Source: an optimization exercise on an open RTL-to-GDS flow (aim: small area, a short achievable clock period and few clock cycles per item). Production flows keep margins and buffers that such runs may drop.
Only simulation tests tie the RTL to the original design; equivalence was not proved.

==> nickel <==
## mnist_head
module mnist_head (
    input clk,
    input rst,
    input start,
    output [6:0] act_addr,
    input [3:0] act_data,
    output [3:0] predicted_class,
    output [39:0] logits,
    output [127:0] hidden,
    output done
);
    wire rd, clr, l2fin, comb, fin;
    wire [7:0] ahr;
    wire [15:0] alr, kr;
    wire sel = |kr;
    global_controller ctrl (
        .clk(clk), .rst(rst), .start(start), .addr(act_addr), .ahr(ahr),
        .alr(alr), .rd(rd), .clr(clr), .l2fin(l2fin), .kr(kr), .comb(comb),
        .fin(fin), .done(done)
    );
    wire e0_1;
    wire e0_2;
    wire e0_3;
    wire e0_4;
    wire s0;
    wire e1_1;
    wire e1_2;
    wire e1_3;
    wire e1_4;
    wire e1_5;
    wire s1;
    wire e2_1;
    wire e2_2;
    wire e2_3;
    wire s2;
    wire e3_1;
    wire e3_2;
    wire e3_3;
    wire e3_4;
    wire s3;
    wire e4_1;
    wire e4_2;
    wire e4_3;
    wire e4_5;
    wire s4;
    wire e5_1;
    wire e5_2;
    wire e5_3;
    wire e5_4;
    wire e5_5;
    wire s5;
    wire e6_1;
    wire e6_2;
    wire e6_3;
    wire e6_4;
    wire s6;
    wire e7_1;
    wire e7_2;
    wire e7_3;
    wire e7_4;
    wire s7;
    wire e8_1;
    wire e8_2;
    wire e8_3;
    wire e8_4;
    wire e8_7;
    wire s8;
    wire e9_1;
    wire e9_2;
    wire e9_3;
    wire e9_4;
    wire s9;
    wire e10_1;
    wire e10_2;
    wire e10_3;
    wire e10_4;
    wire e10_6;
    wire s10;
    wire e11_1;
    wire e11_2;
    wire e11_3;
    wire s11;
    wire e12_1;
    wire s12;
    wire e13_1;
    wire e13_2;
    wire e13_3;
    wire e13_4;
    wire s13;
    wire e14_1;
    wire e14_2;
    wire e14_3;
    wire e14_4;
    wire s14;
    wire e15_1;
    wire s15;
    wire e16_1;
    wire e16_2;
    wire e16_3;
    wire e16_4;
    wire e16_7;
    wire s16;
    wire e17_1;
    wire e17_2;
    wire e17_3;
    wire e17_4;
    wire s17;
    wire e18_1;
    wire e18_2;
    wire e18_3;
    wire e18_4;
    wire e18_5;
    wire s18;
    wire e19_1;
    wire e19_2;
    wire e19_3;
    wire e19_4;
    wire e19_5;
    wire s19;
    wire e20_1;
    wire e20_2;
    wire e20_3;
    wire e20_4;
    wire s20;
    wire e21_1;
    wire e21_2;
    wire e21_3;
    wire e21_5;
    wire s21;
    wire e22_1;
    wire e22_2;
    wire e22_3;
    wire e22_4;
    wire s22;
    wire e23_1;
    wire e23_2;
  ...
==> flow/config.mk <==
export PLATFORM = sky130hd
export DESIGN_NAME = mnist_head
export DESIGN_NICKNAME = mnist_head
export VERILOG_FILES = /design/flow/design.v
export SDC_FILE = /design/flow/constraint.sdc
export NUM_CORES = 4
export LEC_CHECK = 0
export CAP_MARGIN = 35
export CORE_MARGIN = 2
export CORE_UTILIZATION = 30
export SLEW_MARGIN = 20
export SYNTH_MEMORY_MAX_BITS = 32768
export SETUP_SLACK_MARGIN = 9.2
==> flow/constraint.sdc <==
create_clock -name core_clock -period 12.5 [get_ports {clk}]
set_input_delay 2.5000 -clock core_clock [delete_from_list [all_inputs] [get_ports {clk}]]
set_output_delay 2.5000 -clock core_clock [all_outputs]
set_load 0.01 [all_outputs]
standard.sh (not shown) runs the stock make flow with config.mk's settings and CLKGATE_MAP_FILE= SYNTH_SCRIPT=/design/flow/synth_recipe.tcl, a recipe that flattens the netlist after the stock synthesis.
==> flow/flow/run.sh <==
#!/bin/bash
set -euo pipefail
echo "export SETUP_SLACK_MARGIN = 9.2" >> config.mk

bash standard.sh > standard.log 2>&1
==> maple: changes against nickel <==
--- a/flow/design.v
+++ b/flow/design.v
@@ -35,15 +35,15 @@
 endmodule
 `timescale 1ns / 1ps
 `timescale 1ns / 1ps
 module weight_rom_l2 (
     input clk,
     input rd,
-    input [7:0] ahr,
-    input [15:0] alr,
-    input [15:0] kr,
+    input [6:0] addr,
+    input sel,
+    input [3:0] k,
     output reg e0_1,
     output reg e0_2,
     output reg e0_3,
     output reg e0_4,
     output reg s0,
     output reg e1_1,
@@ -202,16 +202,16 @@
     output reg e31_1,
     output reg e31_2,
     output reg e31_3,
     output reg e31_4,
     output reg s31
 );
-    wire [7:0] ah = ahr;
-    wire [15:0] al = alr;
+    wire [7:0] ah = rd ? (8'd1 << addr[6:4]) : 8'd0;
+    wire [15:0] al = 16'd1 << addr[3:0];
     wire [127:0] d2;    
-    wire [15:0] d3 = kr;
+    wire [15:0] d3 = sel ? (16'd1 << k) : 16'd0;
     genvar i;
     generate
         for (i = 0; i < 128; i = i + 1) begin : dec
             assign d2[i] = ah[i >> 4] & al[i & 15];
         end
     endgenerate
@@ -573,45 +573,41 @@
 `timescale 1ns / 1ps
 module global_controller (
     input clk,
     input rst,
     input start,
     output reg [6:0] addr,
-    output reg [7:0] ahr,    
-    output reg [15:0] alr,   
     output reg rd,           
     output reg clr,
     output reg l2fin,
-    output reg [15:0] kr,    
+    output reg sel,
+    output reg [3:0] k,
     output reg comb,
     output reg fin,
     output reg done
 );
     reg v2, seld;
-    reg [7:0] ahp;           
-    wire run = start || addr != 7'd0;
-    wire [7:0] ahn = (run && alr[15]) ? {ahp[6:0], ahp[7]} : ahp;
-    wire sel = |kr;
     always @(posedge clk) begin
         if (rst) begin
-            addr <= 7'd0; ahp <= 8'd1; ahr <= 8'd0; alr <= 16'd1;
+            addr <= 7'd0;
             rd <= 1'b0; v2 <= 1'b0; clr <= 1'b0; l2fin <= 1'b0;
-            kr <= 16'd0; seld <= 1'b0;
+            sel <= 1'b0; k <= 4'd0; seld <= 1'b0;
             comb <= 1'b0; fin <= 1'b0; done <= 1'b0;
         end else begin
-            if (run) begin
-                addr <= addr + 7'd1;
-                alr <= {alr[14:0], alr[15]};
-            end
-            ahp <= ahn;
-            ahr <= ahn & {8{run}};
-            rd <= run;
+            if (start || addr != 7'd0) addr <= addr + 7'd1;
+            rd <= start || addr != 7'd0;
             v2 <= rd;
             l2fin <= v2 && !rd;
             clr <= start || (v2 && !rd);
-            kr <= (v2 && !rd) ? 16'd1 : {kr[14:0], 1'b0};
+            if (v2 && !rd) begin
+                sel <= 1'b1;
+                k <= 4'd0;
+            end else if (sel) begin
+                k <= k + 4'd1;
+                if (k == 4'd15) sel <= 1'b0;
+            end
             seld <= sel;
             comb <= seld && !sel;
             fin <= comb;
             done <= fin;
         end
     end
@@ -625,19 +621,17 @@
     input [3:0] act_data,
     output [3:0] predicted_class,
     output [39:0] logits,
     output [127:0] hidden,
     output done
 );
-    wire rd, clr, l2fin, comb, fin;
-    wire [7:0] ahr;
-    wire [15:0] alr, kr;
-    wire sel = |kr;
+    wire rd, clr, l2fin, sel, comb, fin;
+    wire [3:0] k;
     global_controller ctrl (
-        .clk(clk), .rst(rst), .start(start), .addr(act_addr), .ahr(ahr),
-        .alr(alr), .rd(rd), .clr(clr), .l2fin(l2fin), .kr(kr), .comb(comb),
+        .clk(clk), .rst(rst), .start(start), .addr(act_addr), .rd(rd),
+        .clr(clr), .l2fin(l2fin), .sel(sel), .k(k), .comb(comb),
         .fin(fin), .done(done)
     );
     wire e0_1;
     wire e0_2;
     wire e0_3;
     wire e0_4;
@@ -797,49 +791,38 @@
     wire s30;
     wire e31_1;
     wire e31_2;
     wire e31_3;
     wire e31_4;
     wire s31;
-    weight_rom_l2 rom (.clk(clk), .rd(rd), .ahr(ahr), .alr(alr), .kr(kr),
+    weight_rom_l2 rom (.clk(clk), .rd(rd), .addr(act_addr), .sel(sel), .k(k),
         .e0_1(e0_1), .e0_2(e0_2), .e0_3(e0_3), .e0_4(e0_4), .s0(s0), .e1_1(e1_1), .e1_2(e1_2), .e1_3(e1_3), .e1_4(e1_4), .e1_5(e1_5), .s1(s1), .e2_1(e2_1), .e2_2(e2_2), .e2_3(e2_3), .s2(s2), .e3_1(e3_1), .e3_2(e3_2), .e3_3(e3_3), .e3_4(e3_4), .s3(s3), .e4_1(e4_1), .e4_2(e4_2), .e4_3(e4_3), .e4_5(e4_5), .s4(s4), .e5_1(e5_1), .e5_2(e5_2), .e5_3(e5_3), .e5_4(e5_4), .e5_5(e5_5), .s5(s5), .e6_1(e6_1), .e6_2(e6_2), .e6_3(e6_3), .e6_4(e6_4), .s6(s6), .e7_1(e7_1), .e7_2(e7_2), .e7_3(e7_3), .e7_4(e7_4), .s7(s7), .e8_1(e8_1), .e8_2(e8_2), .e8_3(e8_3), .e8_4(e8_4), .e8_7(e8_7), .s8(s8), .e9_1(e9_1), .e9_2(e9_2), .e9_3(e9_3), .e9_4(e9_4), .s9(s9), .e10_1(e10_1), .e10_2(e10_2), .e10_3(e10_3), .e10_4(e10_4), .e10_6(e10_6), .s10(s10), .e11_1(e11_1), .e11_2(e11_2), .e11_3(e11_3), .s11(s11), .e12_1(e12_1), .s12(s12), .e13_1(e13_1), .e13_2(e13_2), .e13_3(e13_3), .e13_4(e13_4), .s13(s13), .e14_1(e14_1), .e14_2(e14_2), .e14_3(e14_3), .e14_4(e14_4), .s14(s14), .e15_1(e15_1), .s15(s15), .e16_1(e16_1), .e16_2(e16_2), .e16_3(e16_3), .e16_4(e16_4), .e16_7(e16_7), .s16(s16), .e17_1(e17_1), .e17_2(e17_2), .e17_3(e17_3), .e17_4(e17_4), .s17(s17), .e18_1(e18_1), .e18_2(e18_2), .e18_3(e18_3), .e18_4(e18_4), .e18_5(e18_5), .s18(s18), .e19_1(e19_1), .e19_2(e19_2), .e19_3(e19_3), .e19_4(e19_4), .e19_5(e19_5), .s19(s19), .e20_1(e20_1), .e20_2(e20_2), .e20_3(e20_3), .e20_4(e20_4), .s20(s20), .e21_1(e21_1), .e21_2(e21_2), .e21_3(e21_3), .e21_5(e21_5), .s21(s21), .e22_1(e22_1), .e22_2(e22_2), .e22_3(e22_3), .e22_4(e22_4), .s22(s22), .e23_1(e23_1), .e23_2(e23_2), .e23_3(e23_3), .e23_6(e23_6), .e23_7(e23_7), .s23(s23), .e24_1(e24_1), .e24_2(e24_2), .e24_3(e24_3), .e24_4(e24_4), .s24(s24), .e25_1(e25_1), .e25_2(e25_2), .e25_3(e25_3), .e25_4(e25_4), .e25_5(e25_5), .s25(s25), .e26_1(e26_1), .e26_2(e26_2), .e26_3(e26_3), .e26_4(e26_4), .s26(s26), .e27_1(e27_1), .e27_2(e27_2), .e27_3(e27_3), .e27_4(e27_4), .e27_5(e27_5), .s27(s27), .e28_1(e28_1), .e28_2(e28_2), .e28_3(e28_3), .e28_4(e28_4), .s28(s28), .e29_1(e29_1), .e29_2(e29_2), .e29_3(e29_3), .e29_4(e29_4), .e29_5(e29_5), .s29(s29), .e30_1(e30_1), .e30_2(e30_2), .e30_3(e30_3), .e30_4(e30_4), .s30(s30), .e31_1(e31_1), .e31_2(e31_2), .e31_3(e31_3), .e31_4(e31_4), .s31(s31));
     wire [127:0] hd;
     wire [127:0] hq;
-    wire [3:0] x0, x1;
-    assign x0 = ({4{kr[0]}} & hd[0 +: 4])
-        | ({4{kr[1]}} & hq[8 +: 4])
-        | ({4{kr[2]}} & hq[16 +: 4])
-        | ({4{kr[3]}} & hq[24 +: 4])
-        | ({4{kr[4]}} & hq[32 +: 4])
-        | ({4{kr[5]}} & hq[40 +: 4])
-        | ({4{kr[6]}} & hq[48 +: 4])
-        | ({4{kr[7]}} & hq[56 +: 4])
-        | ({4{kr[8]}} & hq[64 +: 4])
-        | ({4{kr[9]}} & hq[72 +: 4])
-        | ({4{kr[10]}} & hq[80 +: 4])
-        | ({4{kr[11]}} & hq[88 +: 4])
-        | ({4{kr[12]}} & hq[96 +: 4])
-        | ({4{kr[13]}} & hq[104 +: 4])
-        | ({4{kr[14]}} & hq[112 +: 4])
-        | ({4{kr[15]}} & hq[120 +: 4]);
-    assign x1 = ({4{kr[0]}} & hd[4 +: 4])
-        | ({4{kr[1]}} & hq[12 +: 4])
-        | ({4{kr[2]}} & hq[20 +: 4])
-        | ({4{kr[3]}} & hq[28 +: 4])
-        | ({4{kr[4]}} & hq[36 +: 4])
-        | ({4{kr[5]}} & hq[44 +: 4])
-        | ({4{kr[6]}} & hq[52 +: 4])
-        | ({4{kr[7]}} & hq[60 +: 4])
-        | ({4{kr[8]}} & hq[68 +: 4])
-        | ({4{kr[9]}} & hq[76 +: 4])
-        | ({4{kr[10]}} & hq[84 +: 4])
-        | ({4{kr[11]}} & hq[92 +: 4])
-        | ({4{kr[12]}} & hq[100 +: 4])
-        | ({4{kr[13]}} & hq[108 +: 4])
-        | ({4{kr[14]}} & hq[116 +: 4])
-        | ({4{kr[15]}} & hq[124 +: 4]);
+    reg [3:0] x0, x1;
+    always @(*) begin
+        case (k)
+            4'd0: begin x0 = hd[0 +: 4]; x1 = hd[4 +: 4]; end
+            4'd1: begin x0 = hq[8 +: 4]; x1 = hq[12 +: 4]; end
+            4'd2: begin x0 = hq[16 +: 4]; x1 = hq[20 +: 4]; end
+            4'd3: begin x0 = hq[24 +: 4]; x1 = hq[28 +: 4]; end
+            4'd4: begin x0 = hq[32 +: 4]; x1 = hq[36 +: 4]; end
+            4'd5: begin x0 = hq[40 +: 4]; x1 = hq[44 +: 4]; end
+            4'd6: begin x0 = hq[48 +: 4]; x1 = hq[52 +: 4]; end
+            4'd7: begin x0 = hq[56 +: 4]; x1 = hq[60 +: 4]; end
+            4'd8: begin x0 = hq[64 +: 4]; x1 = hq[68 +: 4]; end
+            4'd9: begin x0 = hq[72 +: 4]; x1 = hq[76 +: 4]; end
+            4'd10: begin x0 = hq[80 +: 4]; x1 = hq[84 +: 4]; end
+            4'd11: begin x0 = hq[88 +: 4]; x1 = hq[92 +: 4]; end
+            4'd12: begin x0 = hq[96 +: 4]; x1 = hq[100 +: 4]; end
+            4'd13: begin x0 = hq[104 +: 4]; x1 = hq[108 +: 4]; end
+            4'd14: begin x0 = hq[112 +: 4]; x1 = hq[116 +: 4]; end
+            4'd15: begin x0 = hq[120 +: 4]; x1 = hq[124 +: 4]; end
+            default: begin x0 = 4'd0; x1 = 4'd0; end
+        endcase
+    end
     wire [3:0] v0 = sel ? x0 : act_data;
     wire [3:0] v1 = sel ? x1 : act_data;
     reg [3:0] b0_m1;
     reg [5:0] b0_m3;
     reg [6:0] b0_m5, b0_m7;
     reg [3:0] b1_m1;
==> flow/flow/run.sh (replaced) <==
#!/bin/bash
set -euo pipefail
echo "export SETUP_SLACK_MARGIN = 8.9" >> config.mk
bash standard.sh > standard.log 2>&1
Settings changed: CORE_UTILIZATION 30 to 40, SETUP_SLACK_MARGIN 9.2 to 8.9.
==> comparison <==
maple ended with an error in global routing (5_1_grt) on GRT-0116. nickel completed without violations.
Between nickel and maple, the lower synthesized cell count is in maple (gap 0.65%, measured against maple).
Area after synthesis: maple is lower than nickel (about 2.3%).
==> figures <==
| item | nickel | maple |
|---|---|---|
| Die Ht | 393 um | 337 um |
| Flip-flop and latch count after synthesis | 622 | 580 |
| Sequential-to-total area share from yosys stat | 0.274 | 0.262 |
| Instance area after placement | 50700 um^2 | 49400 um^2 |
| Post-Synth XOR/XNOR Area | 0.0907 | 0.0917 |
| Status | no timing/DRC/antenna violations | did not finish |
| Stage where the flow stopped | - | global routing (5_1_grt) |
| Starting utilization of the core area | 0.303 | 0.402 |
| Share of synthesized cell area in full adder, half adder and majority cells | 0.106 | 0.112 |
| Number of unique standard cell types used by synthesis | 87 | 93 |
| Simple logic cell fraction of the synthesized area | 0.249 | 0.267 |
| # clock sinks | 622 | 580 |
| Overall die width | 393 um | 337 um |
| Post-Syn Area | 45400 um^2 | 44300 um^2 |
| Final HPWL from detailed placement | 281000 um | 275000 um |
| Multiplexer share of the synthesized area | 0.00703 | 0.0104 |
Testbench counts of nickel, summed over its fixed seeds: cycles 47,688, inferences 320.
Testbench counts of maple, summed over its fixed seeds: cycles 47,688, inferences 320.

## static timing again, ports no longer ideal
How much do the figures lean on ideal ports? The routed layout below was timed once more, with nothing changed but the port constraints. Step 1, drivers: a clkbuf_16 drives clk and a buf_2 each remaining input, both assumed. Step 2 times the ports against the registers' clock, not the clock port: input delays grow and output delays shrink by t, the midpoint of the rising clock arrivals with the driver on. Slacks: ideal ports / drivers / drivers and shift; pairs: ideal ports / drivers.
run: nickel
t (ns): 0.823
setup slack, ns: 8.635 / 8.551 / 8.424
slew at the worst register clock pin (ns): 0.07 / 0.07
cell pins on the clock port's net: 1
After both steps nickel still meets setup and hold. For nickel, drivers alone change the setup slack by -0.084 ns; drivers and shift together by -0.211 ns.
